Source: an optimization exercise on an open RTL-to-GDS flow (aim: small area). Production flows keep margins and buffers that such runs may drop.
Only simulation tests tie the RTL to the original design; equivalence was not proved.
Power figures rest on the tool's default switching activity, not on a simulated workload.

Setup of amber:
==> flow/design.v <==
module cpu(clk, reset, read_data, mem_addr, mem_cmd, out, N, V, Z, w);
    input clk, reset;
    input [15:0] read_data;
    output [8:0] mem_addr;
    output [1:0] mem_cmd;
    output [15:0] out;
    output N, V, Z, w;
    reg [127:0] rf;          
    reg [15:0] ob;           
    reg [8:0] pc;            
    reg [8:0] nx;            
    reg [2:0] cnt;           
    reg fn, fv, fz;          
    reg ac;                  
    reg pcr;                 
    reg ph2;                 
    reg ld;                  
    reg hlt;
    wire [15:0] ir = read_data;
    wire [2:0] opc = ir[15:13];
    wire [1:0] op = ir[12:11];
    wire [2:0] rn = ir[10:8];
    wire [2:0] rd = ir[7:5];
    wire [2:0] rm = ir[2:0];
    wire [1:0] sh = ir[4:3];
    wire mp = ob[15];
    wire c0 = (cnt == 3'd0);
    wire c6 = (cnt == 3'd6);
    wire c7 = (cnt == 3'd7);
    wire f1 = ~ph2 & ~ld & ~hlt;
    wire i_movi = (opc == 3'b110) & (op == 2'b10);
    wire i_movr = (opc == 3'b110) & (op == 2'b00);
    wire i_alu  = (opc == 3'b101);
    wire i_cmp  = i_alu & (op == 2'b01);
    wire i_and  = i_alu & (op == 2'b10);
    wire i_mvn  = i_alu & (op == 2'b11);
    wire i_ldr  = (opc == 3'b011) & (op == 2'b00);
    wire i_str  = (opc == 3'b100) & (op == 2'b00);
    wire i_b    = (opc == 3'b001) & (op == 2'b00);
    wire i_bl   = (opc == 3'b010) & (op == 2'b11) & (rn == 3'b111);
    wire i_blx  = (opc == 3'b010) & (op == 2'b10) & (rn == 3'b111);
    wire i_bx   = (opc == 3'b010) & (op == 2'b00) & (rn == 3'b000);
    wire i_halt = ~(i_movi | i_movr | i_alu | i_ldr | i_str | i_b | i_bl | i_blx | i_bx);
    wire [2:0] bs = (i_str | i_bx | i_blx) ? rd : rm;
    reg [1:0] ndig, bdig;
    reg bla;
    always @(*) begin
        case (rn)
            3'd0: ndig = rf[1:0];
            3'd1: ndig = rf[17:16];
            3'd2: ndig = rf[33:32];
            3'd3: ndig = rf[49:48];
            3'd4: ndig = rf[65:64];
            3'd5: ndig = rf[81:80];
            3'd6: ndig = rf[97:96];
            default: ndig = rf[113:112];
        endcase
        case (bs)
            3'd0: {bla, bdig} = rf[2:0];
            3'd1: {bla, bdig} = rf[18:16];
            3'd2: {bla, bdig} = rf[34:32];
            3'd3: {bla, bdig} = rf[50:48];
            3'd4: {bla, bdig} = rf[66:64];
            3'd5: {bla, bdig} = rf[82:80];
            3'd6: {bla, bdig} = rf[98:96];
            default: {bla, bdig} = rf[114:112];
        endcase
    end
    reg [1:0] pdig;
    always @(*)
        case (cnt)
            3'd0: pdig = pc[1:0];
            3'd1: pdig = pc[3:2];
            3'd2: pdig = pc[5:4];
            3'd3: pdig = pc[7:6];
            3'd4: pdig = {1'b0, pc[8]};
            default: pdig = 2'b00;
        endcase
    wire pci = c0 | pcr;
    wire pcm = pdig[0] & pci;
    wire [1:0] pinc = {(pdig[1] ^ pcm) & ~cnt[2], pdig[0] ^ pci};
    reg [1:0] im8d;
    always @(*)
        case (cnt)
            3'd0: im8d = ir[1:0];
            3'd1: im8d = ir[3:2];
            3'd2: im8d = ir[5:4];
            3'd3: im8d = ir[7:6];
            default: im8d = {2{ir[7]}};
        endcase
    wire [1:0] im5d = (cnt == 3'd0) ? ir[1:0] : (cnt == 3'd1) ? ir[3:2] : {2{ir[4]}};
    reg [1:0] shd;
    always @(*)
        case (sh)
            2'b00: shd = bdig;
            2'b01: shd = {bdig[0], mp & ~c0};
            2'b10: shd = {bla & ~c7, bdig[1]};
            default: shd = {c7 ? bdig[1] : bla, bdig[1]};
        endcase
    wire [1:0] bop = (i_movi | i_b | i_bl) ? im8d :
                     (i_ldr | i_str) ? im5d :
                     (i_bx | i_blx) ? bdig : shd;
    wire [1:0] aop = (i_b | i_bl) ? pdig :
                     (i_alu & ~i_mvn) | i_ldr | i_str ? ndig : 2'b00;
    wire invb = i_cmp | i_mvn;
    wire cin0 = i_cmp | i_b | i_bl;
    wire ci = c0 ? cin0 : ac;
    wire [1:0] bb = bop ^ {2{invb}};
    wire s0 = aop[0] ^ bb[0] ^ ci;
    wire c1 = (aop[0] & bb[0]) | (ci & (aop[0] ^ bb[0]));
    wire s1 = aop[1] ^ bb[1] ^ c1;
    wire co = (aop[1] & bb[1]) | (c1 & (aop[1] ^ bb[1]));
    wire [1:0] res = i_and ? (aop & bop) : {s1, s0};
    reg taken;
    always @(*)
        case (rn)
            3'd0: taken = 1'b1;
            3'd1: taken = ~fv & ~fn & fz;
            3'd2: taken = ~fz;
            3'd3: taken = (fv ^ fn) & ~fz;
            3'd4: taken = ((fv ^ fn) & ~fz) | (~fv & ~fn & fz);
            default: taken = 1'b0;
        endcase
    wire use_alu = (i_b & taken) | i_bl | i_ldr | i_str | i_bx | (i_blx & (rd != 3'd7));
    wire [1:0] sdig = (f1 & use_alu) ? res : pinc;
    wire wen = (f1 & (i_movi | i_movr | (i_alu & ~i_cmp) | i_bl | i_blx)) | ld & ph2;
    wire [2:0] wdst = (f1 & i_movi) ? rn : (f1 & (i_bl | i_blx)) ? 3'd7 : rd;
    wire [1:0] wdat = ph2 ? ob[1:0] : (i_bl | i_blx) ? pinc : res;
    integer i;
    always @(posedge clk)
        for (i = 0; i < 8; i = i + 1)
            rf[16*i +: 16] <= {(wen && wdst == i) ? wdat : rf[16*i +: 2], rf[16*i+2 +: 14]};
    wire enter2 = ~ph2 & (ld | (f1 & i_str));
    wire memw = c0 & ph2 & ~ld;
    wire sel_nx = (c7 & ~(ld & ~ph2)) | (c6 & f1 & i_ldr) | memw;
    assign mem_addr = sel_nx ? nx : pc;
    assign mem_cmd = {~memw, memw};
    assign out = ob;
    assign N = fn;
    assign V = fv;
    assign Z = fz;
    assign w = hlt;
    always @(posedge clk) begin
        ob <= (ld & ~ph2 & c7) ? read_data : {bdig, ob[15:2]};
        ac <= co;
        pcr <= pdig[1] & pcm;
        if (f1 & i_cmp) begin
            fz <= (c0 | fz) & ~(s1 | s0);
            if (c7) begin
                fn <= s1;
                fv <= c1 ^ co;
            end
        end
        if (c7 & ~enter2)
            pc <= nx;
        if (reset) begin
            cnt <= 3'd7;
            ph2 <= 1'b1;
            ld <= 1'b0;
            hlt <= 1'b0;
            nx <= 9'd0;
        end else begin
            cnt <= cnt + 3'd1;
            if (c7)
                ph2 <= enter2;
            if (f1 & c6 & i_ldr)
                ld <= 1'b1;
            else if (ph2 & c7)
                ld <= 1'b0;
            hlt <= hlt | (f1 & i_halt);
            case (cnt)
                3'd0: nx[1:0] <= sdig;
                3'd1: nx[3:2] <= sdig;
                3'd2: nx[5:4] <= sdig;
                3'd3: nx[7:6] <= sdig;
                3'd4: nx[8] <= sdig[0];
                default: ;
            endcase
        end
    end
endmodule
==> flow/config.mk <==
export PLATFORM = sky130hd
export DESIGN_NAME = cpu
export DESIGN_NICKNAME = cpu
export VERILOG_FILES = /design/flow/design.v
export SDC_FILE = /design/flow/constraint.sdc
export NUM_CORES = 4
export LEC_CHECK = 0
export ABC_AREA = 1
export CAP_MARGIN = 20
export CORE_MARGIN = 2
export CORE_UTILIZATION = 60
export SLEW_MARGIN = 20
==> flow/constraint.sdc <==
create_clock -name core_clock -period 10.0 [get_ports {clk}]
set_input_delay 2.0000 -clock core_clock [delete_from_list [all_inputs] [get_ports {clk}]]
set_output_delay 2.0000 -clock core_clock [all_outputs]
set_load 0.01 [all_outputs]
standard.sh (not shown) runs the stock make flow with config.mk's settings and CLKGATE_MAP_FILE= SYNTH_SCRIPT=/design/flow/synth_recipe.tcl, a recipe that flattens the netlist after the stock synthesis.
==> flow/flow/run.sh <==
#!/bin/bash
# Own layout flow: the standard ORFS flow (standard.sh) with three changes
#  - synthesis maps logic with an area-oriented ABC script (flow/abc.script) and
#    leaves adders to ABC instead of the fa/ha cells; the registers are mapped
#    exactly as in the standard synthesis (that step is untouched);
#  - port buffers are sky130_fd_sc_hd__buf_1 (every port still gets one);
#  - CTS uses clkbuf_8 and inserts no dummy loads.
# Each tool's output goes to a log file in the work folder.
set -euo pipefail
cd "$(dirname "$0")/.."
W=$PWD
rm -rf "$W/scripts_abc"
cp -r "$FLOW_HOME/scripts" "$W/scripts_abc"
cp "$W/flow/abc.script" "$W/scripts_abc/abc_area.script"
export SCRIPTS_DIR="$W/scripts_abc"
export ADDER_MAP_FILE=
export BUFFER_PORTS_ARGS="-buffer_cell sky130_fd_sc_hd__buf_1"
export CTS_ARGS="-sink_clustering_enable -repair_clock_nets -dont_use_dummy_load -buf_list sky130_fd_sc_hd__clkbuf_8"
bash standard.sh synth > "$W/synth.log" 2>&1
bash standard.sh > "$W/layout.log" 2>&1
==> flow/flow/abc.script <==
strash
&get -n
&fraig -x
&put
scorr
dc2
strash
dch -f
amap
topo
strash
dch -f
amap
Edits applied to the flow inputs when going from amber to maple:
diff --git a/flow/design.v b/flow/design.v
--- a/flow/design.v
+++ b/flow/design.v
@@ -12,8 +12,9 @@
     reg [2:0] cnt;           
     reg fn, fv, fz;          
     reg ac;                  
     reg pcr;                 
+    reg mp;                  
     reg ph2;                 
     reg ld;                  
     reg hlt;
     wire [15:0] ir = read_data;
@@ -22,9 +23,8 @@
     wire [2:0] rn = ir[10:8];
     wire [2:0] rd = ir[7:5];
     wire [2:0] rm = ir[2:0];
     wire [1:0] sh = ir[4:3];
-    wire mp = ob[15];
     wire c0 = (cnt == 3'd0);
     wire c6 = (cnt == 3'd6);
     wire c7 = (cnt == 3'd7);
     wire f1 = ~ph2 & ~ld & ~hlt;
@@ -141,8 +141,9 @@
     assign Z = fz;
     assign w = hlt;
     always @(posedge clk) begin
         ob <= (ld & ~ph2 & c7) ? read_data : {bdig, ob[15:2]};
+        mp <= bdig[1];
         ac <= co;
         pcr <= pdig[1] & pcm;
         if (f1 & i_cmp) begin
             fz <= (c0 | fz) & ~(s1 | s0);
### Flow results
- Compared with amber, in maple post-detailed-routing wire length now sits lower, maximum cell stage delay along the critical path now sits lower, combinational power now sits at about the same level.
- Cmp maple vs amber: met1 routed wirelength after detailed routing lower in maple
- maple vs. amber: summed area of non-filler cells in the final layout shows an increase of about 0.6%; wire length of the first global-routing pass shows a reduction of about 7%; sequential power share held steady.

static timing again, ports no longer ideal:
Ports are ideal in the flow. The routed layouts listed here were re-timed in OpenROAD. Step 1: set_driving_cell puts a clkbuf_16 on clk and a buf_2 on each other input, an assumption about the parent block. Step 2, shift: input delay + t, output delay - t, t = (earliest + latest rising clock arrival at the registers) / 2. This alone moves slack from input paths to output paths. a / b / c = ideal ports / drivers / drivers and shift; a / b = the first two.
| run | t, ns | slack for setup (ns) | latest minus earliest clock arrival (ns) |
|---|---|---|---|
| amber | 0.461 | 1.703 / 1.714 / 1.254 | 0.051 / 0.051 |
| maple | 0.461 | 1.585 / 1.596 / 1.135 | 0.044 / 0.044 |
After both steps setup and hold are still met in every run listed. For maple, which loses most, drivers alone change the setup slack by +0.011 ns; drivers and shift together by -0.450 ns.
